Background: an optimization exercise with open tools, aiming at small area and a short achievable clock period. Do not read the settings as production practice. RTL that was checked went through simulation tests only; none was proved equivalent to the original. Function not checked in run 1: the RTL went through the layout flow alone. Power figures rest on the tool's default switching activity, not on a simulated workload.

==> flow/design.v, too long to show whole: its modules and the start of the top module <==
// module SIMD: 833 lines
// module SIMD_fa: 4 lines
// module SIMD_ha: 4 lines
module SIMD(clk,rst,opcode,funct3,funct7,rd_data1,rd_data2,rd_data3,w_add,immed,instrc_add,wr_add,wr_data);
  // ...
==> flow/flow/run.sh <==
#!/bin/bash
# The standard layout with two changes after synthesis (which is the
# standard one, unchanged): the port buffers that placement inserts start as
# buf_1 instead of the default delay buffer, and the resizer may swap a cell
# for one of another footprint.
set -e
bash standard.sh synth > synth.log 2>&1
export BUFFER_PORTS_ARGS="-buffer_cell sky130_fd_sc_hd__buf_1"
bash standard.sh MATCH_CELL_FOOTPRINT=0 finish > layout.log 2>&1
==> flow/standard.sh <==
#!/bin/bash
# synth_recipe.tcl (not shown) runs the flow's synth.tcl, then flattens the netlist and writes it again
# the make line also repeats each setting of config.mk as NAME=value (left out here)
make -C /OpenROAD-flow-scripts/flow DESIGN_CONFIG=/design/flow/config.mk WORK_HOME=/design/flow/orfs CLKGATE_MAP_FILE= SYNTH_SCRIPT=/design/flow/synth_recipe.tcl "${@:-finish}"
==> flow/config.mk <==
export PLATFORM = sky130hd
export DESIGN_NAME = SIMD
export DESIGN_NICKNAME = SIMD
export VERILOG_FILES = /design/flow/design.v
export SDC_FILE = /design/flow/constraint.sdc
export NUM_CORES = 4
export LEC_CHECK = 0
export CAP_MARGIN = 20
export CORE_MARGIN = 2
export CORE_UTILIZATION = 60
export CTS_BUF_LIST = sky130_fd_sc_hd__clkbuf_4 sky130_fd_sc_hd__clkbuf_8
export SETUP_SLACK_MARGIN = 4
export SLEW_MARGIN = 20
export SYNTH_HIERARCHICAL = 1
export SYNTH_MINIMUM_KEEP_SIZE = 0
==> flow/constraint.sdc <==
create_clock -name core_clock -period 10.6 [get_ports {clk}]
set_input_delay 2.1200 -clock core_clock [delete_from_list [all_inputs] [get_ports {clk}]]
set_output_delay 2.1200 -clock core_clock [all_outputs]
set_load 0.01 [all_outputs]
==> impl_metrics.ini, run 1 <==
[clock_tree]
postCtsHoldBufs = 0
clockBufferDepth = 2
cts_buffers = 9
clkSlewWorstSetupHoldPaths_ps = 100

[sta]
setup_viol = 0
post-route-period-util_pct = 61.7
hold_slack_ps = 488
layout_setup_ws_ps = 4060

[worst_hold_path]
min_path_type = flop to flop
hold_end = pc[0]

[worst_setup_path]
cpMostUsedCell = fa_1
crit_type = primary input to flop
cp_data_arrival_time_ps = 6810
cp.required_ps = 10870
r2r_end = pc[4]
crit_chain = clkbuf_2 > nor3_1 > a221oi_1 > buf_4 > nor3_1 > fa_1 > fa_2 > fa_1 > fa_1 > fa_1 > fa_1 > and2_1 > fa_1

[cells_and_area]
n_all_inverters = 74
multi_input_area_um2 = 10500
drive_gt1_share_pct = 6.83
antennaDiodeCount = 0
multi_input_area_share_pct = 78.0
layout.area.seq_um2 = 1380

[route]
viasPerCell = 6.39
ant_nets = 0
wl_met3_um = 5250
drtIter0Drc = 1131
vias = 10600
firstDrtPassIters = 7

[global_routing]
antenna_found_initial = 2
overflow = 0

[power]
swShare_pct = 49.5
switchingPower_w = 0.000811

[run]
drv_cap = 0

[outcome]
status = no timing/DRC/antenna violations

[yosys]
synth_xor_area_share_pct = 6.48

[die]
die_height_um = 147
tapCellCount = 270

[place]
portBuffers = 109
==> run 2: changes to the inputs <==
--- a/flow/design.v
+++ b/flow/design.v
@@ -672,28 +672,37 @@
 wire lo_G12 = lo_g[8] | (lo_p[8] & lo_G7);
 wire lo_P12 = lo_p[8] & lo_P7;
 wire [8:0] lo = {lo_p[8] ^ lo_G7, lo_p[7] ^ lo_G11, lo_p[6] ^ lo_G8, lo_p[5] ^ lo_G10, lo_p[4] ^ lo_G5, lo_p[3] ^ lo_G9, lo_p[2] ^ lo_G1, lo_p[1] ^ lo_g[0], lo_p[0]};
 wire [3:0] hi4 = tx[31:28] + ty[31:28];
 reg [7:0] rlo;
 reg [3:0] rhi;
 reg rc8;
 reg [27:8] rx, ry;
-reg [5:0] rsel;
+reg r16, r8, r4, rh;    
 always @(posedge clk) begin
     rlo <= lo[7:0] | lres[7:0];
     rhi <= hi4;
     rc8 <= lo[8] & p8;
     rx <= tx[27:8] | {12'h000, lres[15:8]};
     ry <= ty[27:8];
-    if (!rst) rsel <= 6'd0;
-    else rsel <= {m4 & hiv, m4 & lov, m8 & hiv, m8 & lov, sel_hi16, sel_lo16};
+    if (!rst) begin
+        r16 <= 1'b0;
+        r8 <= 1'b0;
+        r4 <= 1'b0;
+        rh <= 1'b0;
+    end else begin
+        r16 <= sel_lo16 | sel_hi16;
+        r8 <= m8 & (lov | hiv);
+        r4 <= m4 & (lov | hiv);
+        rh <= sel_hi16 | hiv;
+    end
 end
-wire r_k8 = ~(rsel[4] | rsel[5]);    
-wire r_k16 = rsel[0] | rsel[1];      
+wire r_k8 = ~r4;     
+wire r_k16 = r16;    
 wire [23:0] gx = {1'b0, rx[27:24], r_k8, rx[23:16], r_k16, rx[15:8], rc8};
 wire [23:0] gy = {1'b0, ry[27:24], 1'b0, ry[23:16], 1'b0, ry[15:8], rc8};
 wire [23:0] gs_g, gs_p;
 assign gs_g[0] = gx[0] & gy[0];
 assign gs_p[0] = gx[0] ^ gy[0];
 assign gs_g[1] = gx[1] & gy[1];
 assign gs_p[1] = gx[1] ^ gy[1];
 assign gs_g[2] = gx[2] & gy[2];
@@ -820,20 +829,20 @@
 wire gs_P39 = gs_p[18] & gs_P29;
 wire gs_G40 = gs_g[20] | (gs_p[20] & gs_G25);
 wire gs_P40 = gs_p[20] & gs_P25;
 wire gs_G41 = gs_g[22] | (gs_p[22] & gs_G30);
 wire gs_P41 = gs_p[22] & gs_P30;
 wire [23:0] gs = {gs_p[23] ^ gs_G41, gs_p[22] ^ gs_G30, gs_p[21] ^ gs_G40, gs_p[20] ^ gs_G25, gs_p[19] ^ gs_G39, gs_p[18] ^ gs_G29, gs_p[17] ^ gs_G38, gs_p[16] ^ gs_G22, gs_p[15] ^ gs_G37, gs_p[14] ^ gs_G28, gs_p[13] ^ gs_G36, gs_p[12] ^ gs_G24, gs_p[11] ^ gs_G35, gs_p[10] ^ gs_G27, gs_p[9] ^ gs_G34, gs_p[8] ^ gs_G19, gs_p[7] ^ gs_G33, gs_p[6] ^ gs_G26, gs_p[5] ^ gs_G32, gs_p[4] ^ gs_G13, gs_p[3] ^ gs_G31, gs_p[2] ^ gs_G1, gs_p[1] ^ gs_g[0], gs_p[0]};
 wire [3:0] top = rhi + {3'b000, gs[23]};
 wire [31:0] P = {top, gs[22:19], gs[17:10], gs[8:1], rlo};
-wire [15:0] res = ({16{rsel[0]}} & P[15:0]) | ({16{rsel[1]}} & P[31:16]) |
-                  ({16{rsel[2]}} & {P[23:16], P[7:0]}) | ({16{rsel[3]}} & {P[31:24], P[15:8]}) |
-                  ({16{rsel[4]}} & {P[27:24], P[19:16], P[11:8], P[3:0]}) |
-                  ({16{rsel[5]}} & {P[31:28], P[23:20], P[15:12], P[7:4]});
+wire [15:0] res = ({16{r16 & ~rh}} & P[15:0]) | ({16{r16 & rh}} & P[31:16]) |
+                  ({16{r8 & ~rh}} & {P[23:16], P[7:0]}) | ({16{r8 & rh}} & {P[31:24], P[15:8]}) |
+                  ({16{r4 & ~rh}} & {P[27:24], P[19:16], P[11:8], P[3:0]}) |
+                  ({16{r4 & rh}} & {P[31:28], P[23:20], P[15:12], P[7:4]});
 assign wr_data = res;
 endmodule
 module SIMD_fa(input a, input b, input c, output s, output co);
 assign s = a ^ b ^ c;
 assign co = (a & b) | (c & (a ^ b));
 endmodule
 module SIMD_ha(input a, input b, output s, output co);
 assign s = a ^ b;
==> flow/config.mk (replaced) <==
export PLATFORM = sky130hd
export DESIGN_NAME = SIMD
export DESIGN_NICKNAME = SIMD
export VERILOG_FILES = /design/flow/design.v
export SDC_FILE = /design/flow/constraint.sdc
export NUM_CORES = 4
export LEC_CHECK = 0
export CAP_MARGIN = 20
export CORE_MARGIN = 2
export CORE_UTILIZATION = 60
export SETUP_SLACK_MARGIN = 4
export SLEW_MARGIN = 20
export SYNTH_HIERARCHICAL = 1
export SYNTH_MINIMUM_KEEP_SIZE = 0
==> run 2 against run 1 <==
Effect of this change:
- power rose by 2.2%
- largest power group unchanged
- cell count is 0.60% higher
- setup slack gained 21 ps
- cell area is 1.5% higher
- still clean
- critical path depth increased by 2
- critical path type unchanged
==> impl_metrics.ini, run 2 <==
[cells_and_area]
finalNetCount = 1803
multi_input_area_um2 = 10500
final_cells = 1671
reg_top3 = rx x20, ry x20, rlo x8
n_fill_cell = 1689
area_growth_pct = 10.8
layout.area.seq_um2 = 1340
drive_gt1_share_pct = 8.07
final_common_cell = fa_1
layout_common_cells = fa_1, nor2_1, nand2_1

[yosys]
yosysUniqueCellTypes = 64
synth_ff_type = dfxtp_1
synth.most_common_cell = fa_1
synth_area_per_cell_um2 = 9.44
ys_warn_count = 7
async_reset_ff_share_pct = 0
yosysSeqAreaShare_pct = 10.9
synth_cells = 1301
synth_edf_count = 0
synth_top_area_cell = fa_1
syn_area_um2 = 12300
synthTopCellsByArea = fa_1, dfxtp_1, ha_1
synth_seq_cells = 67
synth_top_area_share_pct = 39.3
synth_common_cells = fa_1, nor2_1, nand2_1

[sta]
post-route-period-util_pct = 61.5
fmax_ghz = 0.153
fin_crit_ps = 6520
worst_pin_slew_ps = 1080
setup_viol = 0
clock_skew_ps = 3.98
finalHoldViolCount = 0
tns_ps = 0
rsz0062_at_grt = yes
slew-limit-headroom_pct = 27.7
drv_slew = 0

[place]
portBuffers = 109
dp_hpwl_um = 32100
place.gp.congestion = 0.955
dp_cells = 1630

[worst_setup_path]
cp.depth = 15
worstSetupStartpointType = primary input
max_stage_delay_ps = 500
crit_chain = clkbuf_2 > nand2b_2 > nor4_4 > buf_6 > a221oi_2 > buf_6 > nor3_4 > fa_1 > fa_1 > fa_1 > fa_1 > fa_1 > fa_1 > and2_1 > fa_1
startpoint = opcode[6]
crit_type = primary input to flop
crit_path_end_kind = flop
rr_worst_depth = 4
r2r_start = pc[0]
cpMostUsedCell = fa_1
ff2ff_setup_slack_ps = 9550
cp_data_arrival_time_ps = 6730
cp.required_ps = 10810
slowest_stage = fa_1
worst-path-max-fanout = 13
critical_path_buf_inv_count = 3
cpLargestDelayFamily = adder cells
r2r_end = pc[4]
crit_path_end = ry[16]

[die]
io_pins = 112
dieArea_um2 = 21600
die_x_um = 147
die_height_um = 147
initial_core_util_pct = 60.9
num_rows = 52
core_um2 = 20200

[route]
vias = 10500
wl_um = 41200
firstDrtPassIters = 7
wl_per_cell_um = 24.6
viasPerCell = 6.29
drc_errors = 0
ant_nets = 0
drtIter0Drc = 1101

[global_routing]
antenna_found_initial = 1
grt_max_degree = 51
first_global_vias = 10600
grt_usage_pct = 38.7
grt_pass1_wl_um = 62200
overflow = 0

[clock_tree]
cts_tree = done
clockBufferDepth = 2
cts_buffers = 9
cts_sinks = 67
h-tree-depth = 3
clk_latency_ps = 340
clockRootBuffer = clkbuf_16
clkSlewWorstSetupHoldPaths_ps = 60

[outcome]
status = no timing/DRC/antenna violations

[power]
p_per_area_nw_per_um2 = 123
vdd_drop_max_mv = 0.0847
p_leak_nw = 6.49

[worst_hold_path]
min_path_type = flop to flop

[run]
drv_cap = 0
-- run 2: changes by cell type after synthesis, moves of 10 or more --
cell      delta
nor3_1      -10
nand2_1     -16
buf_2       -23
clkbuf_1    +24
and3_1      +22
nor2_1      -14
mux2i_1     -13
o21ai_1     +10
o21ai_0     +18
-- run 2: how the worst min path moves through the flow --
stage / startpoint / endpoint / slack, ps / cells after the start
5_1_grt: pc[0] / pc[0] / 500 / 1
4_1_cts: pc[0] / pc[0] / 480 / 1
6_report: pc[0] / pc[0] / 480 / 1
3_5_place_dp: pc[0] / pc[0] / 460 / 1
2_1_floorplan: pc[0] / pc[0] / 480 / 1
3_3_place_gp: pc[0] / pc[0] / 450 / 1
-- run 2: kinds of logic after synthesis --
group	Yosys count	share of synthesized area, %
adder cells (fa/ha/maj)	324	47.8
XOR/XNOR	92	6.56
flip-flops	67	10.9
AND/OR/NAND/NOR	477	19.1
other	1	0.0305
multiplexers	7	0.581
buffers and inverters	147	4.66
AO/OA/AOI/OAI	186	10.4
-- run 2: per-module statistics from Yosys (local to each module, per instance) --
module	cells inside	cell area, um2	copies in the design	flops+latches
SIMD	1055	7500	1	67
SIMD_fa	1	20.0	226	0
SIMD_ha	1	12.5	20	0
-- run 2: per-layer routing --
layer  track usage (%)  vias up  part of all wire [%]
met4              13.4        2                   3.9
li1                  -     4515                     -
met1              49.9     5154                    38
met2              60.3      714                    45
met5                 0        -                 0.032
met3              14.9      123                    14
-- run 2: repair_timing --
action | 4_1_cts | 5_1_grt
gates cloned | 0 | 1
setup endpoints to repair | 36 | 21
hold buffers | 0 | 0
gates resized for setup | 14 | 41
pin swaps | 2 | 1
buffers inserted | 11 | 12
-- run 2: cell type report --
cell class                 count  share of cell area (%)
timing repair buffer         156                    6.14
tap                          270                    2.48
sequential                    67                    9.86
multi-input combinational   1088                    77.3
inverter                      73                    2.04
antenna                        1                  0.0184
clock buffer                  10                    1.76
clock inverter                 6                   0.359
-- run 2: report_power, final --
part	total, W	internal, W	switching, W
Sequential	0.000379	0.000337	0.0000421
Combinational	0.00101	0.000402	0.000604
Clock	0.000291	0.000167	0.000125
Total	0.00168	0.000906	0.000770
-- run 2: stage by stage --
stage	worst slack [ps]	hold slack, ps	instance area, um2	total power (W)	utilization (%)
global placement	3090	449	13000	0.00133	64.2
CTS	3940	480	13400	0.00166	66.3
detailed placement	3040	461	13000	0.00135	64.2
finish	4080	475	13600	0.00168	67.4
floorplan	4030	476	12300	0.00101	-
global route	3980	502	13600	0.00179	67.4
==> run 3: changes to the inputs <==
--- a/flow/config.mk
+++ b/flow/config.mk
@@ -9,4 +9,5 @@
 export CORE_MARGIN = 2
 export CORE_UTILIZATION = 60
+export CTS_BUF_LIST = sky130_fd_sc_hd__clkbuf_8 sky130_fd_sc_hd__clkbuf_16
 export SETUP_SLACK_MARGIN = 4
 export SLEW_MARGIN = 20
==> run 3 against run 2 <==
Effect of this change:
- still clean on timing, DRC and antenna
- clock power hardly changed
- flip-flop and latch count stayed put
- combinational power hardly changed
- area after synthesis stayed put
- sequential power hardly changed
- synthesized cell count stayed put
- sequential share of layout area stayed put
==> impl_metrics.ini, run 3 <==
[worst_setup_path]
r2r_end = pc[4]
worstSetupStartpointType = primary input
worst-path-max-fanout = 13
crit_type = primary input to flop
crit_path_end = ry[16]
rr_worst_depth = 4
cp_data_arrival_time_ps = 6730
startpoint = opcode[6]
ff2ff_setup_slack_ps = 9550
r2r_start = pc[0]
crit_path_end_kind = flop
cp.required_ps = 10810

[yosys]
synth_common_cells = fa_1, nor2_1, nand2_1
synth_top_area_cell = fa_1
yosysSeqAreaShare_pct = 10.9
synth_area_per_cell_um2 = 9.44
ys_warn_count = 7
synth.most_common_cell = fa_1
synth_edf_count = 0
async_reset_ff_share_pct = 0
syn_area_um2 = 12300
synth_top_area_share_pct = 39.3
synth_cells = 1301
synthTopCellsByArea = fa_1, dfxtp_1, ha_1
synth_seq_cells = 67
synth_ff_type = dfxtp_1
yosysUniqueCellTypes = 64

[die]
initial_core_util_pct = 60.9
die_height_um = 147
die_x_um = 147
io_pins = 112
core_um2 = 20200
dieArea_um2 = 21600
num_rows = 52

[sta]
clock_skew_ps = 3.98
rsz0062_at_grt = yes
setup_viol = 0
post-route-period-util_pct = 61.5
tns_ps = 0
fmax_ghz = 0.153
worst_pin_slew_ps = 1080
hold_slack_ps = 475
finalHoldViolCount = 0
fin_crit_ps = 6520
drv_slew = 0
slew-limit-headroom_pct = 27.7

[power]
p_per_area_nw_per_um2 = 123
p_leak_nw = 6.49
vdd_drop_max_mv = 0.0847

[place]
place.gp.congestion = 0.955
portBuffers = 109
dp_hpwl_um = 32100

[route]
wl_um = 41200
drc_errors = 0
wl_per_cell_um = 24.6
ant_nets = 0
firstDrtPassIters = 7
drtIter0Drc = 1101
viasPerCell = 6.29
vias = 10500

[global_routing]
grt_usage_pct = 38.7
antenna_found_initial = 1
grt_pass1_wl_um = 62200
first_global_vias = 10600
grt_max_degree = 51
overflow = 0

[cells_and_area]
finalNetCount = 1803
n_fill_cell = 1689
final_common_cell = fa_1
reg_top3 = rx x20, ry x20, rlo x8
layout_common_cells = fa_1, nor2_1, nand2_1
drive_gt1_share_pct = 8.07
area_growth_pct = 10.8

[clock_tree]
cts_tree = done
clockRootBuffer = clkbuf_16
clockBufferDepth = 2
clkSlewWorstSetupHoldPaths_ps = 60
clk_latency_ps = 340
cts_sinks = 67
cts_buffers = 9
h-tree-depth = 3

[run]
drv_cap = 0

[outcome]
status = no timing/DRC/antenna violations

[worst_hold_path]
min_path_type = flop to flop
run 3: cell counts after synthesis:
No cell type changed its count.
run 3: worst min-delay path by stage:
stage / start / endpoint / cells after the start
2_1_floorplan: pc[0] / pc[0] / 1
3_3_place_gp: pc[0] / pc[0] / 1
3_5_place_dp: pc[0] / pc[0] / 1
4_1_cts: pc[0] / pc[0] / 1
5_1_grt: pc[0] / pc[0] / 1
6_report: pc[0] / pc[0] / 1
run 3: logic make-up (layout without fill, tap and decap cells):
logic type               Yosys count  count (layout)  synth area share (%)
AND/OR/NAND/NOR                  477             477                  19.1
adder cells (fa/ha/maj)          324             324                  47.8
AO/OA/AOI/OAI                    186             186                  10.4
buffers and inverters            147             245                  4.66
XOR/XNOR                          92              92                  6.56
flip-flops                        67              67                  10.9
multiplexers                       7               7                 0.581
other                              1               3                0.0305
run 3: layer usage:
metal / GRT usage [%] / wire length (um)
met5: 0 / 13
met3: 14.9 / 5580
met1: 49.9 / 15500
met4: 13.4 / 1600
met2: 60.3 / 18500
run 3: Yosys stat by module (local to each module, per instance):
module | copies in the design | area (um2) | flip-flops and latches
SIMD | 1 | 7500 | 67
SIMD_ha | 20 | 12.5 | 0
SIMD_fa | 226 | 20.0 | 0
run 3: repair_timing:
| item | in CTS | in global routing |
|---|---|---|
| hold buffers | 0 | 0 |
| gates resized for setup | 14 | 41 |
| pin swaps | 2 | 1 |
| endpoints found under the setup margin | 36 | 21 |
| cloned | 0 | 1 |
| buffers inserted | 11 | 12 |
run 3: where the power goes:
group | internal, W | total, W | switching (W)
clock | 0.000167 | 0.000291 | 0.000125
combinational | 0.000402 | 0.00101 | 0.000604
sequential | 0.000337 | 0.000379 | 0.0000421
total | 0.000906 | 0.00168 | 0.000770
run 3: through the flow:
step	instance area (um2)	worst slack, ps	power, W	instances	util (%)
2_1_floorplan	12300	4030	0.00101	1302	-
3_3_place_gp	13000	3090	0.00133	1630	64.2
3_5_place_dp	13000	3040	0.00135	1630	64.2
4_1_cts	13400	3940	0.00166	1657	66.3
5_1_grt	13600	3980	0.00179	1670	67.4
6_report	13600	4080	0.00168	1671	67.4
run 3: layout make-up:
class / count / area, um2 / share of cell area, %
diodes: 1 / 2.50 / 0.0184
clock buffers: 10 / 239 / 1.76
clock inverters: 6 / 48.8 / 0.359
inverters: 73 / 278 / 2.04
multi-input cells: 1088 / 10500 / 77.3
flip-flops and latches: 67 / 1340 / 9.86
well taps: 270 / 338 / 2.48
repair buffers: 156 / 835 / 6.14
run 3: critical path, cell delays in order:
cell	delay, ps
clkbuf_2	160
nand2b_2	240
nor4_4	330
buf_6	190
a221oi_2	50
buf_6	200
nor3_4	250
fa_1	500
fa_1	420
fa_1	410
fa_1	410
fa_1	460
fa_1	360
and2_1	170
fa_1	430
==> run 4: changes to the inputs <==
--- a/flow/config.mk
+++ b/flow/config.mk
@@ -9,5 +9,5 @@
 export CORE_MARGIN = 2
 export CORE_UTILIZATION = 60
-export CTS_BUF_LIST = sky130_fd_sc_hd__clkbuf_8 sky130_fd_sc_hd__clkbuf_16
+export CTS_BUF_LIST = sky130_fd_sc_hd__clkbuf_4 sky130_fd_sc_hd__clkbuf_8
 export SETUP_SLACK_MARGIN = 4
 export SLEW_MARGIN = 20
==> run 4 against run 3 <==
Effect of this change:
- maximum frequency down 0.59%
- global-route usage about the same
- routed wire length down 0.42%
- register-to-register slack worse by 20 ps
- via count down 1.5%
- sequential share of layout area up 0.14 points
- cell count down 0.30%
- synthesized cell count unchanged
- power down 5.3%
- clock power down 28%
- clock skew up 5.8 ps
==> impl_metrics.ini, run 4 <==
[power]
combPwrFrac_pct = 63.0
p_clk_share_pct = 13.2
finalPower_w = 0.00159
seqPwrFrac_pct = 23.8
swShare_pct = 47.8
p_leak_nw = 6.41
p_per_area_nw_per_um2 = 118
p_int_w = 0.000829
vdd_drop_max_mv = 0.0813
switchingPower_w = 0.000759

[sta]
post-route-period-util_pct = 61.8
setup_viol = 0
fmax_ghz = 0.153
finalHoldViolCount = 0
slew-limit-headroom_pct = 29.2
clock_skew_ps = 9.77
tns_ps = 0
drv_slew = 0
worst_pin_slew_ps = 1060
rsz0062_at_grt = yes
fin_crit_ps = 6550

[yosys]
synth_ff_type = dfxtp_1
yosysUniqueCellTypes = 64
async_reset_ff_share_pct = 0
synthTopCellsByArea = fa_1, dfxtp_1, ha_1
syn_area_um2 = 12300
synth_top_area_cell = fa_1
synth_common_cells = fa_1, nor2_1, nand2_1
synth.most_common_cell = fa_1
synth_edf_count = 0
synth_cells = 1301
synth_seq_cells = 67
yosysSeqAreaShare_pct = 10.9
synth_area_per_cell_um2 = 9.44
ys_warn_count = 7
synth_top_area_share_pct = 39.3

[clock_tree]
cts_buffers = 9
clockBufferDepth = 2
cts_tree = done
h-tree-depth = 3
clkSlewWorstSetupHoldPaths_ps = 90
postCtsHoldBufs = 0
cts_sinks = 67
clk_latency_ps = 370
clockRootBuffer = clkbuf_8

[route]
vias = 10300
ant_nets = 0
drc_errors = 0
wl_per_cell_um = 24.6
viasPerCell = 6.21
firstDrtPassIters = 5
drtIter0Drc = 1015
wl_um = 41000

[cells_and_area]
antennaDiodeCount = 0
final_area_um2 = 13400
drive_gt1_share_pct = 7.38
utilization_pct = 66.5
final_common_cell = fa_1
finalNetCount = 1799
area_growth_pct = 9.27
n_fill_cell = 1716
layout_common_cells = fa_1, nor2_1, nand2_1
final_cells = 1666
reg_top3 = rx x20, ry x20, rlo x8

[die]
io_pins = 112
die_x_um = 147
dieArea_um2 = 21600
initial_core_util_pct = 60.9
num_rows = 52
die_height_um = 147
core_um2 = 20200

[place]
dp_hpwl_um = 32100
dpl_cell_area_um2 = 13000
portBuffers = 109
place.gp.congestion = 0.955
dp_cells = 1630

[worst_setup_path]
worstSetupStartpointType = primary input
crit_type = primary input to flop
worst-path-max-fanout = 16
cp.required_ps = 10840
cp_data_arrival_time_ps = 6800
crit_path_end_kind = flop

[run]
drv_cap = 0

[outcome]
status = no timing/DRC/antenna violations

[global_routing]
grt_pass1_wl_um = 62200
first_global_vias = 10600
antenna_found_initial = 2
overflow = 0
grt_max_degree = 51
grt_usage_pct = 38.7

[worst_hold_path]
min_path_type = flop to flop
run 4: cell counts after synthesis:
Identical to the previous run, type by type.
run 4: worst max-delay path, stage by stage:
cell	delay [ps]
clkbuf_2	160
nand2b_2	240
nor4_4	310
buf_4	170
a221o_2	420
and3_1	250
fa_1	430
fa_1	410
fa_1	440
fa_1	410
fa_1	460
fa_1	360
and2_1	170
fa_1	420
run 4: per-layer routing:
| metal | part of all wire (%) | vias up | global-route usage [%] |
|---|---|---|---|
| li1 | - | 4512 | - |
| met5 | 0.032 | - | 0 |
| met2 | 45 | 663 | 59.3 |
| met3 | 14 | 113 | 16.2 |
| met4 | 4.2 | 2 | 15.4 |
| met1 | 37 | 5058 | 49.1 |
run 4: per-stage QoR:
step	setup slack (ps)	hold WS [ps]
3_5_place_dp	3040	461
4_1_cts	3950	486
6_report	4050	486
3_3_place_gp	3090	449
5_1_grt	3930	509
2_1_floorplan	4030	476
run 4: cell type report:
type                       instances  area [um2]  share of cell area [%]
multi-input combinational       1088       10500                    78.2
sequential                        67        1340                    10.0
timing repair buffer             152         786                    5.86
tap                              270         338                    2.52
inverter                          73         274                    2.04
clock buffer                      10         138                    1.03
clock inverter                     6        48.8                   0.364
run 4: final timing paths:
kind | startpoint | slack (ps) | end | depth (start not counted)
worst max-delay path | opcode[6] | 4050 | ry[16] | 14
worst min-delay path | pc[0] | 490 | pc[0] | 1
worst max register to register | pc[0] | 9530 | pc[4] | 4
worst min register to register | pc[0] | 490 | pc[0] | 1
run 4: cell families (layout without fill, tap and decap cells):
group	Yosys count	in the layout	synth area share (%)
compound gates	186	186	10.4
xor+xnor	92	92	6.56
fa+ha+maj	324	324	47.8
buf+inv	147	241	4.66
flops	67	67	10.9
mux	7	7	0.581
other cells	1	2	0.0305
simple gates	477	477	19.1
run 4: power by group through the flow:
stage | logic (W) | clock network, W | registers, W
floorplan | 0.000640 | 0 | 0.000368
global placement | 0.000947 | 0 | 0.000382
detailed placement | 0.000968 | 0 | 0.000384
CTS | 0.000982 | 0.000211 | 0.000378
global route | 0.00110 | 0.000221 | 0.000386
finish | 0.00100 | 0.000209 | 0.000378
run 4: timing repair:
| item | 4_1_cts | 5_1_grt |
|---|---|---|
| setup buffers | 11 | 8 |
| pin swaps | 2 | 1 |
| endpoints found under the setup margin | 36 | 21 |
| gates cloned | 0 | 1 |
| resized for setup | 13 | 29 |
run 4: per-module statistics from Yosys, one instance, submodules excluded:
module / cells / area (um2) / flops+latches
SIMD: 1055 / 7500 / 67
SIMD_fa: 1 / 20.0 / 0
SIMD_ha: 1 / 12.5 / 0
==> run 5: changes to the inputs <==
--- a/flow/config.mk
+++ b/flow/config.mk
@@ -9,6 +9,6 @@
 export CORE_MARGIN = 2
 export CORE_UTILIZATION = 60
-export CTS_BUF_LIST = sky130_fd_sc_hd__clkbuf_4 sky130_fd_sc_hd__clkbuf_8
-export SETUP_SLACK_MARGIN = 4
+export CTS_BUF_LIST = sky130_fd_sc_hd__clkbuf_8
+export SETUP_SLACK_MARGIN = 3.8
 export SLEW_MARGIN = 20
 export SYNTH_HIERARCHICAL = 1
==> run 5 against run 4 <==
Effect of this change:
- still clean on timing, DRC and antenna
- routed wire length is 0.27% higher
- sequential power is 1% higher
- power is 0.44% lower
- via count is 0.24% lower
- non-clock buffer count is 18 lower
- area after synthesis stayed put
- clock power is 4% higher
- flip-flop and latch count stayed put
- setup slack worse by 150 ps
- worst hold slack worse by 11 ps
- critical path type unchanged
- highest routed layer is now met4
==> impl_metrics.ini, run 5 <==
[worst_setup_path]
r2r_end = pc[4]
crit_type = primary input to flop
startpoint = opcode[3]
cp.required_ps = 10850
crit_path_end_kind = flop
cp_data_arrival_time_ps = 6950
r2r_start = pc[0]
worst-path-max-fanout = 17
ff2ff_setup_slack_ps = 9540
rr_worst_depth = 4
worstSetupStartpointType = primary input

[yosys]
yosysUniqueCellTypes = 64
synth.most_common_cell = fa_1
synth_seq_cells = 67
synth_ff_type = dfxtp_1
ys_warn_count = 7
synth_cells = 1301
async_reset_ff_share_pct = 0
syn_area_um2 = 12300
yosysSeqAreaShare_pct = 10.9
synth_top_area_cell = fa_1
synth_top_area_share_pct = 39.3
synth_area_per_cell_um2 = 9.44
synth_edf_count = 0
synthTopCellsByArea = fa_1, dfxtp_1, ha_1
synth_common_cells = fa_1, nor2_1, nand2_1

[route]
viasPerCell = 6.26
firstDrtPassIters = 5
vias = 10300
wl_um = 41100
wl_per_cell_um = 24.9
drtIter0Drc = 1074
drc_errors = 0
ant_nets = 0

[place]
dp_hpwl_um = 32500
portBuffers = 109
place.gp.congestion = 1.01

[clock_tree]
cts_buffers = 9
clkSlewWorstSetupHoldPaths_ps = 80
cts_sinks = 67
clockRootBuffer = clkbuf_8
h-tree-depth = 3
postCtsHoldBufs = 0
clockBufferDepth = 2
cts_tree = done
clk_latency_ps = 360

[power]
p_leak_nw = 6.28
p_per_area_nw_per_um2 = 120
finalPower_w = 0.00158
vdd_drop_max_mv = 0.0746

[sta]
worst_pin_slew_ps = 1110
fin_crit_ps = 6710
rsz0062_at_grt = yes
finalHoldViolCount = 0
fmax_ghz = 0.149
hold_slack_ps = 475
tns_ps = 0
slew-limit-headroom_pct = 25.7
clock_skew_ps = 4.57
drv_slew = 0
post-route-period-util_pct = 63.3
setup_viol = 0

[global_routing]
grt_max_degree = 51
overflow = 0
grt_usage_pct = 39.3
grt_pass1_wl_um = 63500
first_global_vias = 10700
antenna_found_initial = 2

[die]
initial_core_util_pct = 60.9
io_pins = 112
die_height_um = 147
core_um2 = 20200
dieArea_um2 = 21600
die_x_um = 147
num_rows = 52

[cells_and_area]
reg_top3 = rx x20, ry x20, rlo x8
final_common_cell = fa_1
drive_gt1_share_pct = 4.79
antennaDiodeCount = 0
finalNetCount = 1781
layout_common_cells = fa_1, nor2_1, nand2_1
area_growth_pct = 7.13
n_fill_cell = 1776

[worst_hold_path]
hold_depth = 1
min_path_type = flop to flop
hp-start = pc[0]
hold_end = pc[0]

[outcome]
status = no timing/DRC/antenna violations

[run]
drv_cap = 0
[run 5: power breakdown]
| group | internal [W] | leakage (nW) | total [W] | switching [W] |
|---|---|---|---|---|
| Combinational | 0.000389 | 5.63 | 0.000981 | 0.000592 |
| Sequential | 0.000336 | 0.555 | 0.000382 | 0.0000459 |
| Clock | 0.000108 | 0.0926 | 0.000218 | 0.000110 |
[run 5: critical path: stages]
cell and delay [ps]:
clkbuf_2 240, nor2_1 330, and2_0 400, a22oi_1 110
buf_4 240, nor3_1 260, fa_1 500, fa_1 450
fa_1 450, fa_1 420, fa_1 460, fa_1 360
and2_1 170, fa_1 420
[run 5: layout make-up]
cell class              instances  area [um2]  share of cell area [%]
flip-flops and latches         67        1340                    10.2
clock inverters                 7        70.1                   0.533
well taps                     270         338                    2.57
inverters                      73         274                    2.08
clock buffers                   9         124                   0.942
repair buffers                134         606                    4.60
multi-input cells            1088       10400                    79.1
[run 5: metal layers]
metal | vias up | wire [um] | track usage [%]
li1 | 4466 | - | -
met1 | 5096 | 16100 | 52.9
met2 | 655 | 18000 | 59.7
met3 | 106 | 5190 | 12.8
met4 | 0 | 1820 | 15.4
met5 | - | 0 | 0
[run 5: per-module statistics from Yosys (local to each module, per instance)]
| module | cells inside | flip-flops and latches |
|---|---|---|
| SIMD | 1055 | 67 |
| SIMD_ha | 1 | 0 |
| SIMD_fa | 1 | 0 |
[run 5: what timing repair did]
action | 4_1_cts | 5_1_grt
buffers inserted | 1 | 0
setup endpoints to repair | 9 | 18
pin swaps | 1 | 0
resized for setup | 5 | 11
[run 5: worst max path at each step]
stage	endpoint	slack, ps	cells past startpoint
after global routing	ry[16]	3800	13
after detailed placement	rhi[3]	3210	15
final	ry[16]	3890	14
after global placement	ry[16]	3270	12
after CTS	rlo[7]	3850	14
after floorplan	ry[16]	3900	14
[run 5: stage by stage]
step | area (um2) | util, % | setup WS (ps) | instances
after CTS | 13100 | 65.1 | 3850 | 1648
after floorplan | 12300 | - | 3900 | 1302
after detailed placement | 12900 | 64.1 | 3210 | 1631
after global routing | 13200 | 65.2 | 3800 | 1648
final | 13200 | 65.2 | 3890 | 1648
after global placement | 12900 | 64.1 | 3270 | 1631
[run 5: logic make-up (layout without fill, tap and decap cells)]
| group | after synthesis | in the layout | share of synthesized area (%) |
|---|---|---|---|
| mux | 7 | 7 | 0.581 |
| simple gates | 477 | 477 | 19.1 |
| fa+ha+maj | 324 | 324 | 47.8 |
| compound gates | 186 | 186 | 10.4 |
| buf+inv | 147 | 223 | 4.66 |
| xor+xnor | 92 | 92 | 6.56 |
| other cells | 1 | 2 | 0.0305 |
| flops | 67 | 67 | 10.9 |
==> run 6: changes to the inputs <==
--- a/flow/config.mk
+++ b/flow/config.mk
@@ -10,5 +10,5 @@
 export CORE_UTILIZATION = 60
 export CTS_BUF_LIST = sky130_fd_sc_hd__clkbuf_8
-export SETUP_SLACK_MARGIN = 3.8
+export SETUP_SLACK_MARGIN = 4.25
 export SLEW_MARGIN = 20
 export SYNTH_HIERARCHICAL = 1
==> run 6 against run 5 <==
Effect of this change:
- still clean on timing, DRC and antenna
- clock-buffer cell count stayed put
- cell area increased by 7.7%
- register-to-register slack is essentially flat
- utilization grew 5.0 points
- worst hold slack better by 16 ps
- combinational power rose by 8%
- sequential power is essentially flat
- largest power group unchanged
- highest routed layer is now met5
==> impl_metrics.ini, run 6 <==
[yosys]
synthTopCellsByArea = fa_1, dfxtp_1, ha_1
synth_edf_count = 0
yosysUniqueCellTypes = 64
async_reset_ff_share_pct = 0
synth_top_area_cell = fa_1
synth_ff_type = dfxtp_1
synth_seq_cells = 67
synth_cells = 1301
synth_common_cells = fa_1, nor2_1, nand2_1
synth_top_area_share_pct = 39.3
synth_area_per_cell_um2 = 9.44
ys_warn_count = 7
syn_area_um2 = 12300
yosysSeqAreaShare_pct = 10.9
synth.most_common_cell = fa_1

[cells_and_area]
layout_common_cells = fa_1, nor2_1, nand2_1
finalNetCount = 1827
drive_gt1_share_pct = 13.7
final_cells = 1695
final_common_cell = fa_1
n_fill_cell = 1627
final_area_um2 = 14200
reg_top3 = rx x20, ry x20, rlo x8
area_growth_pct = 15.4

[place]
dp_cells = 1626
portBuffers = 109
dp_hpwl_um = 32000
place.gp.congestion = 0.995
dpl_cell_area_um2 = 13000

[sta]
post-route-period-util_pct = 59.5
worst_pin_slew_ps = 944
fmax_ghz = 0.158
fin_crit_ps = 6310
clock_skew_ps = 6.28
slew-limit-headroom_pct = 37.0
drv_slew = 0
tns_ps = 0
rsz0062_at_grt = yes
finalHoldViolCount = 0
setup_viol = 0

[route]
firstDrtPassIters = 6
vias = 10900
viasPerCell = 6.41
wl_per_cell_um = 25.3
drtIter0Drc = 1096
ant_nets = 0
drc_errors = 0
wl_um = 42900

[worst_setup_path]
crit_type = primary input to flop
cp_data_arrival_time_ps = 6510
worstSetupStartpointType = primary input
startpoint = immed[1]
worst-path-max-fanout = 10
crit_path_end_kind = flop
cp.required_ps = 10800
r2r_start = pc[0]

[clock_tree]
cts_buffers = 9
cts_sinks = 67
postCtsHoldBufs = 0
h-tree-depth = 3
clk_latency_ps = 350
clockRootBuffer = clkbuf_8
cts_tree = done
clkSlewWorstSetupHoldPaths_ps = 80
clockBufferDepth = 2

[die]
initial_core_util_pct = 60.9
die_height_um = 147
dieArea_um2 = 21600
core_um2 = 20200
num_rows = 52
io_pins = 112
die_x_um = 147

[run]
drv_cap = 0

[global_routing]
overflow = 0
grt_pass1_wl_um = 63700
grt_usage_pct = 39.6
first_global_vias = 10900
antenna_found_initial = 4
grt_max_degree = 51

[worst_hold_path]
hp-start = pc[0]
min_path_type = flop to flop

[power]
p_per_area_nw_per_um2 = 120
p_leak_nw = 6.68
vdd_drop_max_mv = 0.0874

[outcome]
status = no timing/DRC/antenna violations
[run 6: stage by stage]
stage               utilization, %  total power [W]  hold slack (ps)  setup slack, ps
finish                        70.2          0.00170              491             4290
global route                  70.2          0.00182              525             4200
CTS                           67.4          0.00165              497             4210
detailed placement            64.4          0.00136              466             2990
global placement              64.4          0.00134              450             3020
floorplan                        -          0.00101              476             4260
[run 6: cells by family (layout without fill, tap and decap cells)]
family / after synthesis / after routing / synth area share (%)
other cells: 1 / 3 / 0.0305
fa+ha+maj: 324 / 324 / 47.8
buf+inv: 147 / 267 / 4.66
xor+xnor: 92 / 92 / 6.56
flops: 67 / 67 / 10.9
mux: 7 / 7 / 0.581
simple gates: 477 / 477 / 19.1
compound gates: 186 / 188 / 10.4
[run 6: cell type report]
type | instances | area [um2] | share of cell area (%)
diodes | 1 | 2.50 | 0.0177
clock buffers | 9 | 124 | 0.874
clock inverters | 7 | 118 | 0.830
inverters | 73 | 278 | 1.96
multi-input cells | 1090 | 10800 | 76.5
flip-flops and latches | 67 | 1340 | 9.47
well taps | 270 | 338 | 2.38
repair buffers | 178 | 1120 | 7.93
[run 6: routing by layer]
| layer | vias to the layer above | GRT usage [%] | share of wire, % |
|---|---|---|---|
| li1 | 4566 | - | - |
| met4 | 4 | 16.5 | 4.8 |
| met1 | 5293 | 51.2 | 37 |
| met5 | - | 0 | 0.054 |
| met3 | 175 | 14.6 | 14 |
| met2 | 827 | 60.8 | 45 |
[run 6: what timing repair did]
item / CTS / global route
pin swaps: 7 / 14
resized for setup: 38 / 100
gates cloned: 2 / 2
setup buffers: 26 / 21
endpoints found under the setup margin: 42 / 25
[run 6: modules after synthesis (local to each module, per instance)]
module	copies in the design	cells inside
SIMD_fa	226	1
SIMD_ha	20	1
SIMD	1	1055
[run 6: worst max-delay path: stages]
cell      delay [ps]
clkbuf_2         190
or3b_2           530
nor4_4           210
a221oi_4          60
buf_6            170
nor2_1           120
xnor2_1          180
fa_1             490
fa_1             470
fa_1             410
fa_1             520
fa_1             430
ha_1             210
a221oi_1         240
o21ai_1          130
[run 6: report_power, final]
part,switching [W],internal (W)
Combinational,0.000636,0.000424
Sequential,0.0000424,0.000336
Clock,0.000105,0.000156
Total,0.000783,0.000916
[run 6: final timing paths]
kind | endpoint | slack [ps] | cells after the start
max | rx[15] | 4290 | 15
min | pc[0] | 490 | 1
max reg2reg | pc[4] | 9540 | 4
min reg2reg | pc[0] | 490 | 1
==> run 7: changes to the inputs <==
--- a/flow/config.mk
+++ b/flow/config.mk
@@ -10,5 +10,6 @@
 export CORE_UTILIZATION = 60
 export CTS_BUF_LIST = sky130_fd_sc_hd__clkbuf_8
-export SETUP_SLACK_MARGIN = 4.25
+export GPL_ROUTABILITY_DRIVEN = 0
+export SETUP_SLACK_MARGIN = 4
 export SLEW_MARGIN = 20
 export SYNTH_HIERARCHICAL = 1
==> run 7 against run 6 <==
Effect of this change:
- still clean
- combinational power hardly changed
- setup slack worse by 190 ps
- die area stayed put
- flip-flop and latch count stayed put
- clock power is 23% lower
- power is 5.5% lower
- largest power group unchanged
- highest routed layer is now met4
==> impl_metrics.ini, run 7 <==
[yosys]
syn_area_um2 = 12300
async_reset_ff_share_pct = 0
synth_area_per_cell_um2 = 9.44
yosysSeqAreaShare_pct = 10.9
ys_warn_count = 7
synth_top_area_cell = fa_1
synthTopCellsByArea = fa_1, dfxtp_1, ha_1
synth.most_common_cell = fa_1
synth_cells = 1301
synth_edf_count = 0
synth_seq_cells = 67
synth_top_area_share_pct = 39.3
synth_common_cells = fa_1, nor2_1, nand2_1
synth_ff_type = dfxtp_1
yosysUniqueCellTypes = 64

[clock_tree]
clockRootBuffer = clkbuf_8
clockBufferDepth = 2
postCtsHoldBufs = 0
cts_buffers = 9
clk_latency_ps = 360
clkSlewWorstSetupHoldPaths_ps = 90
cts_tree = done
h-tree-depth = 3
cts_sinks = 67

[cells_and_area]
drive_gt1_share_pct = 9.19
reg_top3 = rx x20, ry x20, rlo x8
layout_common_cells = fa_1, nor2_1, nand2_1
utilization_pct = 67.5
multi_input_area_um2 = 10500
final_area_um2 = 13600
final_common_cell = fa_1
final_cells = 1685
finalNetCount = 1818
area_growth_pct = 10.9
layout.area.seq_um2 = 1340
n_fill_cell = 1710
antennaDiodeCount = 0

[sta]
fin_crit_ps = 6500
setup_viol = 0
fmax_ghz = 0.154
drv_slew = 0
rsz0062_at_grt = no
clock_skew_ps = 14.1
worst_pin_slew_ps = 942
tns_ps = 0
hold_slack_ps = 491
finalHoldViolCount = 0
slew-limit-headroom_pct = 37.1
post-route-period-util_pct = 61.3

[route]
drc_errors = 0
wl_per_cell_um = 24.5
wl_um = 41200
firstDrtPassIters = 9
ant_nets = 0
viasPerCell = 6.29
drtIter0Drc = 1202
vias = 10600

[power]
p_per_area_nw_per_um2 = 118
p_leak_nw = 6.51
vdd_drop_max_mv = 0.0637

[worst_setup_path]
cp.required_ps = 10830
cp_data_arrival_time_ps = 6730
startpoint = opcode[6]
cp.depth = 14
r2r_end = pc[4]
rr_worst_depth = 4
crit_path_end = ry[16]
worstSetupStartpointType = primary input
crit_type = primary input to flop
max_stage_delay_ps = 470
crit_path_end_kind = flop
r2r_start = pc[0]
worst-path-max-fanout = 16
crit_chain = clkbuf_2 > nand2_1 > and3_1 > a221oi_2 > buf_4 > nor2_1 > fa_1 > fa_1 > fa_1 > fa_1 > fa_1 > fa_1 > and2_1 > fa_1
cpMostUsedCell = fa_1
slowest_stage = fa_1
cpLargestDelayFamily = adder cells
critical_path_buf_inv_count = 2
ff2ff_setup_slack_ps = 9530

[run]
drv_cap = 0

[die]
io_pins = 112
initial_core_util_pct = 60.9
die_x_um = 147
die_height_um = 147
core_um2 = 20200
dieArea_um2 = 21600
num_rows = 52

[worst_hold_path]
min_path_type = flop to flop

[global_routing]
grt_pass1_wl_um = 62700
overflow = 0
antenna_found_initial = 1
first_global_vias = 10600
grt_usage_pct = 39.0
grt_max_degree = 39

[place]
dpl_cell_area_um2 = 12900
portBuffers = 109
dp_hpwl_um = 31900
dp_cells = 1629

[outcome]
status = no timing/DRC/antenna violations
==> run 7: layer usage <==
metal / vias up / global-route usage, % / part of all wire [%]
met5: - / 0 / 0
met4: 0 / 12.6 / 3.6
li1: 4551 / - / -
met1: 5228 / 53.8 / 39
met2: 714 / 59.2 / 44
met3: 109 / 12.2 / 13
==> run 7: layout make-up <==
cell class / instances / share of cell area, %
Inverter: 73 / 2.04
Multi-Input combinational cell: 1088 / 77.5
Clock buffer: 10 / 1.01
Clock inverter: 6 / 0.358
Sequential cell: 67 / 9.85
Timing Repair Buffer: 171 / 6.79
Tap cell: 270 / 2.48
==> run 7: repair_timing <==
item / CTS / global route
cloned: 0 / 1
gates resized for setup: 17 / 38
pin swaps: 2 / 1
endpoints found under the hold margin: 0 / 0
setup buffers: 19 / 19
endpoints found under the setup margin: 35 / 26
==> run 7: worst min-delay path by stage <==
stage,start,cells after the start,to,slack (ps)
finish,pc[0],1,pc[0],490
global route,pc[0],1,pc[0],530
CTS,pc[0],1,pc[0],490
detailed placement,pc[0],1,pc[0],470
global placement,pc[0],1,pc[0],450
floorplan,pc[0],1,pc[0],480
==> run 7: per-module statistics from Yosys, one instance, submodules excluded <==
module   cells inside  flops+latches  cell area (um2)
SIMD             1055             67             7500
SIMD_fa             1              0             20.0
SIMD_ha             1              0             12.5
==> run 7: kinds of logic (layout without fill, tap and decap cells) <==
group | after synthesis | after routing | share of synthesized area [%]
DFF | 67 | 67 | 10.9
buffers and inverters | 147 | 260 | 4.66
and+or+nand+nor | 477 | 477 | 19.1
AOI/OAI and AO/OA | 186 | 186 | 10.4
adders and majority gates | 324 | 324 | 47.8
xor gates and xnor gates | 92 | 92 | 6.56
other | 1 | 2 | 0.0305
muxes | 7 | 7 | 0.581
==> run 7: stage by stage <==
| stage | setup slack, ps | power [W] |
|---|---|---|
| after floorplan | 4030 | 0.00101 |
| after global placement | 3170 | 0.00134 |
| after detailed placement | 2980 | 0.00136 |
| after CTS | 3950 | 0.00157 |
| after global routing | 3980 | 0.00173 |
| final | 4100 | 0.00161 |
==> run 7: where the power goes <==
group	total (W)	internal [W]	switching, W
Sequential	0.000376	0.000336	0.0000398
Combinational	0.00103	0.000408	0.000620
Clock	0.000202	0.0000932	0.000109
==> run 8: changes to the inputs <==
--- a/flow/config.mk
+++ b/flow/config.mk
@@ -10,5 +10,4 @@
 export CORE_UTILIZATION = 60
 export CTS_BUF_LIST = sky130_fd_sc_hd__clkbuf_8
-export GPL_ROUTABILITY_DRIVEN = 0
 export SETUP_SLACK_MARGIN = 4
 export SLEW_MARGIN = 20
==> run 8 against run 7 <==
Effect of this change:
- register-to-register slack about the same
- first-iteration DRC count down 16%
- sequential share of layout area up 0.15 points
- power down 1.1%
- highest routed layer is now met5
- sequential power about the same
- largest power group unchanged
- clock-buffer cell count unchanged
- maximum frequency down 0.85%
- global-route usage down 0.25 points
- critical path depth unchanged
==> impl_metrics.ini, run 8 <==
[sta]
drv_slew = 0
layout_setup_ws_ps = 4050
clock_skew_ps = 9.77
worst_pin_slew_ps = 1060
setup_viol = 0
post-route-period-util_pct = 61.8
hold_slack_ps = 486
slew-limit-headroom_pct = 29.2
fmax_ghz = 0.153
rsz0062_at_grt = yes
finalHoldViolCount = 0
tns_ps = 0
fin_crit_ps = 6550

[die]
core_um2 = 20200
io_pins = 112
initial_core_util_pct = 60.9
die_height_um = 147
num_rows = 52
dieArea_um2 = 21600
die_x_um = 147

[place]
dp_hpwl_um = 32100
portBuffers = 109
pre_cts_ws_ps = 3040
place.gp.congestion = 0.955

[cells_and_area]
reg_top3 = rx x20, ry x20, rlo x8
final_common_cell = fa_1
area_growth_pct = 9.27
finalNetCount = 1799
layout_common_cells = fa_1, nor2_1, nand2_1
n_fill_cell = 1716
drive_gt1_share_pct = 7.38
antennaDiodeCount = 0
utilization_pct = 66.5

[clock_tree]
clkSlewWorstSetupHoldPaths_ps = 90
cts_buffers = 9
clockRootBuffer = clkbuf_8
postCtsHoldBufs = 0
h-tree-depth = 3
clockBufferDepth = 2
cts_sinks = 67
cts_tree = done
clk_latency_ps = 370

[route]
wl_um = 41000
wl_per_cell_um = 24.6
drc_errors = 0
ant_nets = 0
vias = 10300
firstDrtPassIters = 5
viasPerCell = 6.21
drtIter0Drc = 1015

[worst_setup_path]
worst-path-max-fanout = 16
cp.required_ps = 10840
cp_data_arrival_time_ps = 6800
crit_type = primary input to flop
crit_path_end_kind = flop
ff2ff_setup_slack_ps = 9530
worstSetupStartpointType = primary input

[yosys]
ys_warn_count = 7
synth_cells = 1301
synth.most_common_cell = fa_1
synth_ff_type = dfxtp_1
syn_area_um2 = 12300
async_reset_ff_share_pct = 0
synth_edf_count = 0
yosysUniqueCellTypes = 64
synth_area_per_cell_um2 = 9.44
yosysSeqAreaShare_pct = 10.9
synth_common_cells = fa_1, nor2_1, nand2_1
synth_seq_cells = 67
synthTopCellsByArea = fa_1, dfxtp_1, ha_1
synth_top_area_cell = fa_1
synth_top_area_share_pct = 39.3

[global_routing]
grt_usage_pct = 38.7
grt_pass1_wl_um = 62200
first_global_vias = 10600
overflow = 0
grt_max_degree = 51
antenna_found_initial = 2

[power]
p_leak_nw = 6.41
p_per_area_nw_per_um2 = 118
vdd_drop_max_mv = 0.0813

[outcome]
status = no timing/DRC/antenna violations

[run]
drv_cap = 0

[worst_hold_path]
min_path_type = flop to flop
==> run 8: repair_timing <==
item,CTS,global route
endpoints found under the setup margin,36,21
setup buffers,11,8
cloned,0,1
pin swaps,2,1
gates resized for setup,13,29
==> run 8: path summary, 6_finish.rpt <==
| path | start | endpoint | cells after the start |
|---|---|---|---|
| setup reg to reg | pc[0] | pc[4] | 4 |
| hold reg to reg | pc[0] | pc[0] | 1 |
| setup / recovery | opcode[6] | ry[16] | 14 |
| hold / removal | pc[0] | pc[0] | 1 |
==> run 8: final cells by class <==
type | count | area, um2 | share of cell area, %
flip-flops and latches | 67 | 1340 | 10.0
inverters | 73 | 274 | 2.04
clock buffers | 10 | 138 | 1.03
repair buffers | 152 | 786 | 5.86
clock inverters | 6 | 48.8 | 0.364
well taps | 270 | 338 | 2.52
multi-input cells | 1088 | 10500 | 78.2
==> run 8: layer usage <==
layer  up-vias  share of wire, %  GRT usage, %
li1       4512                 -             -
met1      5058                37          49.1
met2       663                45          59.3
met3       113                14          16.2
met4         2               4.2          15.4
met5         -             0.032             0
==> run 8: through the flow <==
stage          power (W)  area [um2]  cells
4_1_cts          0.00157       13300   1657
6_report         0.00159       13400   1666
3_5_place_dp     0.00135       13000   1630
2_1_floorplan    0.00101       12300   1302
5_1_grt          0.00171       13400   1666
3_3_place_gp     0.00133       13000   1630
==> run 8: cell families after synthesis <==
| kind of cell | Yosys count | share of synthesized area [%] |
|---|---|---|
| buffers and inverters | 147 | 4.66 |
| adder cells (fa/ha/maj) | 324 | 47.8 |
| multiplexers | 7 | 0.581 |
| other | 1 | 0.0305 |
| AND/OR/NAND/NOR | 477 | 19.1 |
| flip-flops | 67 | 10.9 |
| AO/OA/AOI/OAI | 186 | 10.4 |
| XOR/XNOR | 92 | 6.56 |
==> run 8: power breakdown <==
part           total, W  switching (W)  internal (W)
clock          0.000209       0.000116     0.0000932
combinational   0.00100       0.000601      0.000400
sequential     0.000378      0.0000421      0.000336
total           0.00159       0.000759      0.000829
==> run 8: worst max-delay path: stages <==
cell	delay [ps]
clkbuf_2	160
nand2b_2	240
nor4_4	310
buf_4	170
a221o_2	420
and3_1	250
fa_1	430
fa_1	410
fa_1	440
fa_1	410
fa_1	460
fa_1	360
and2_1	170
fa_1	420
==> run 8: per-module statistics from Yosys, one instance, submodules excluded <==
| module | area (um2) | cells |
|---|---|---|
| SIMD | 7500 | 1055 |
| SIMD_fa | 20.0 | 1 |
| SIMD_ha | 12.5 | 1 |
==> run 9: changes to the inputs <==
--- a/flow/config.mk
+++ b/flow/config.mk
@@ -8,5 +8,5 @@
 export CAP_MARGIN = 20
 export CORE_MARGIN = 2
-export CORE_UTILIZATION = 60
+export CORE_UTILIZATION = 55
 export CTS_BUF_LIST = sky130_fd_sc_hd__clkbuf_8
 export SETUP_SLACK_MARGIN = 4
==> run 9 against run 8 <==
Effect of this change:
- cell count grew 1.0%
- via count grew 1.0%
- utilization shrank 4.7 points
- critical path type unchanged
- clock skew shrank 9.2 ps
- critical path depth grew 2
- flip-flop and latch count is the same
- largest cell class unchanged
- cell area grew 0.92%
- first-iteration DRC count shrank 4.9%
- die area grew 8.8%
- area after synthesis is the same
- power grew 1.4%
- clock-buffer cell count shrank 1
==> impl_metrics.ini, run 9 <==
[clock_tree]
clockBufferDepth = 2
cts_buffers = 9
clk_latency_ps = 350
cts_tree = done
cts_sinks = 67
h-tree-depth = 3
clockRootBuffer = clkbuf_8
clkSlewWorstSetupHoldPaths_ps = 80

[cells_and_area]
reg_top3 = rx x20, ry x20, rlo x8
final_common_cell = fa_1
area_growth_pct = 10.3
utilization_pct = 61.9
final_cells = 1683
antennaDiodeCount = 0
layout_common_cells = fa_1, nor2_1, nand2_1
finalNetCount = 1806
drive_gt1_share_pct = 8.13
n_fill_cell = 1956

[yosys]
synth_ff_type = dfxtp_1
synth.most_common_cell = fa_1
synth_area_per_cell_um2 = 9.44
yosysUniqueCellTypes = 64
synth_edf_count = 0
synth_common_cells = fa_1, nor2_1, nand2_1
yosysSeqAreaShare_pct = 10.9
synth_top_area_share_pct = 39.3
async_reset_ff_share_pct = 0
ys_warn_count = 7
synthTopCellsByArea = fa_1, dfxtp_1, ha_1
synth_cells = 1301
synth_top_area_cell = fa_1
syn_area_um2 = 12300
synth_seq_cells = 67

[worst_setup_path]
r2r_start = pc[0]
cp.required_ps = 10750
crit_type = primary input to flop
crit_chain = clkbuf_2 > nand2b_1 > nor4_4 > buf_4 > buf_2 > a22o_1 > nand2_1 > o21ai_0 > fa_1 > fa_1 > fa_1 > fa_1 > fa_1 > ha_1 > a221oi_1 > o21ai_1
crit_path_end = rx[12]
startpoint = opcode[6]
ff2ff_setup_slack_ps = 9560
max_stage_delay_ps = 530
cp_data_arrival_time_ps = 6630
crit_path_end_kind = flop
rr_worst_depth = 4
r2r_end = pc[4]
slowest_stage = fa_1
worstSetupStartpointType = primary input
cpMostUsedCell = fa_1
worst-path-max-fanout = 11

[die]
core_um2 = 21900
die_x_um = 153
dieArea_um2 = 23500
die_height_um = 153
io_pins = 112
num_rows = 54
initial_core_util_pct = 56.1

[sta]
post-route-period-util_pct = 61.1
slew-limit-headroom_pct = 33.7
tns_ps = 0
finalHoldViolCount = 0
fmax_ghz = 0.154
rsz0062_at_grt = no
clock_skew_ps = 0.616
drv_slew = 0
setup_viol = 0
worst_pin_slew_ps = 994
fin_crit_ps = 6480

[route]
drc_errors = 0
drtIter0Drc = 965
firstDrtPassIters = 5
wl_um = 42300
viasPerCell = 6.21
ant_nets = 0
vias = 10500
wl_per_cell_um = 25.1

[power]
p_leak_nw = 6.46
finalPower_w = 0.00161
p_per_area_nw_per_um2 = 119
vdd_drop_max_mv = 0.0893

[global_routing]
overflow = 0
antenna_found_initial = 4
grt_usage_pct = 36.5
grt_max_degree = 51
grt_pass1_wl_um = 64200
first_global_vias = 10700

[place]
dp_cells = 1639
place.gp.congestion = 0.976
dp_hpwl_um = 32700
portBuffers = 109

[outcome]
status = no timing/DRC/antenna violations

[worst_hold_path]
min_path_type = flop to flop
hp-start = pc[0]

[run]
drv_cap = 0
-- run 9: cell counts after synthesis --
No cell type changed its count.
-- run 9: report_power, final --
part           leakage, nW  internal, W  switching [W]
sequential           0.555     0.000336      0.0000394
combinational         5.82     0.000404       0.000616
clock               0.0926     0.000108       0.000107
-- run 9: layout make-up --
type / instances / area, um2 / area share [%]
inverter: 73 / 278 / 2.05
sequential: 67 / 1340 / 9.91
tap: 280 / 350 / 2.59
timing repair buffer: 159 / 848 / 6.27
clock buffer: 9 / 124 / 0.915
multi-input combinational: 1088 / 10500 / 77.8
clock inverter: 7 / 70.1 / 0.517
-- run 9: how the worst min path moves through the flow --
| stage | endpoint | slack, ps | cells past startpoint |
|---|---|---|---|
| 6_report | pc[0] | 480 | 1 |
| 3_5_place_dp | pc[0] | 460 | 1 |
| 4_1_cts | pc[0] | 480 | 1 |
| 3_3_place_gp | pc[0] | 450 | 1 |
| 5_1_grt | pc[0] | 520 | 1 |
| 2_1_floorplan | pc[0] | 480 | 1 |
-- run 9: per-module statistics from Yosys, one instance, submodules excluded --
module   times used  cells inside  area, um2
SIMD_ha          20             1       12.5
SIMD              1          1055       7500
SIMD_fa         226             1       20.0
-- run 9: critical path: cells and delay by family --
family / cells / cell delay, ps
adders and majority gates: 6 / 2520
and+or+nand+nor: 3 / 590
AOI/OAI and AO/OA: 4 / 770
buffers and inverters: 3 / 630
-- run 9: repair_timing --
| action | 4_1_cts | 5_1_grt |
|---|---|---|
| endpoints found under the hold margin | 0 | 0 |
| hold buffers | 0 | 0 |
| gates cloned | 0 | 1 |
| buffers inserted | 18 | 8 |
| resized for setup | 12 | 36 |
| setup endpoints to repair | 35 | 26 |
| pin swaps | 3 | 1 |
-- run 9: kinds of logic after synthesis --
| logic type | share of synthesized area (%) |
|---|---|
| and+or+nand+nor | 19.1 |
| adders and majority gates | 47.8 |
| other | 0.0305 |
| DFF | 10.9 |
| buffers and inverters | 4.66 |
| muxes | 0.581 |
| AOI/OAI and AO/OA | 10.4 |
| xor gates and xnor gates | 6.56 |
-- run 9: per-stage QoR --
stage / instance area [um2] / hold WS (ps) / setup slack, ps
detailed placement: 13000 / 463 / 3120
CTS: 13400 / 483 / 3990
global placement: 13000 / 452 / 3190
finish: 13500 / 481 / 4120
global route: 13500 / 516 / 4010
floorplan: 12300 / 476 / 4030
-- run 9: per-layer routing --
metal	vias up	routed length [um]	global-route usage, %
li1	4514	-	-
met1	5172	17000	49.6
met2	682	18700	55.4
met3	84	5290	12.5
met4	0	1280	11.9
met5	-	0	0

[separate check: timing with driven ports]
In the flow no input, the clock included, has a driving cell. The finished layouts below were timed again as built, in two steps. Step 1, drivers: a clkbuf_16 drives clk and a buf_2 each remaining input, both assumed. Step 2 moves the port delays by t, midway between the first and last clock arrival at a register: inputs arrive t later, outputs are due t later. That takes back most of the time a late clock gives input paths. a / b / c = ideal ports / drivers / drivers and shift; a / b = the first two.
run	t (ns)	setup WS [ns]	worst hold slack (ns)	latest minus earliest clock arrival (ns)	worst slew at a driven data input, ns
run 1	0.436	4.063 / 4.064 / 3.628	0.488 / 0.488 / 0.488	0.034 / 0.034	0.08
run 2	0.391	4.085 / 4.118 / 3.727	0.475 / 0.475 / 0.475	0.015 / 0.016	0.04
run 3	0.391	4.085 / 4.118 / 3.727	0.475 / 0.475 / 0.475	0.015 / 0.016	0.04
run 4	0.413	4.046 / 4.072 / 3.658	0.486 / 0.486 / 0.486	0.023 / 0.023	0.04
run 5	0.405	3.893 / 3.919 / 3.514	0.475 / 0.475 / 0.475	0.025 / 0.025	0.06
run 6	0.405	4.291 / 4.320 / 3.915	0.491 / 0.491 / 0.491	0.021 / 0.021	0.05
run 7	0.401	4.102 / 4.128 / 3.726	0.491 / 0.491 / 0.491	0.026 / 0.025	0.05
run 8	0.413	4.046 / 4.072 / 3.658	0.486 / 0.486 / 0.486	0.023 / 0.023	0.04
run 9	0.396	4.120 / 4.143 / 3.746	0.481 / 0.481 / 0.481	0.025 / 0.025	0.04
After both steps setup and hold are still met in every run listed. The setup slack of run 1, which loses most, moves by +0.001 ns with the drivers and by -0.435 ns with both steps.
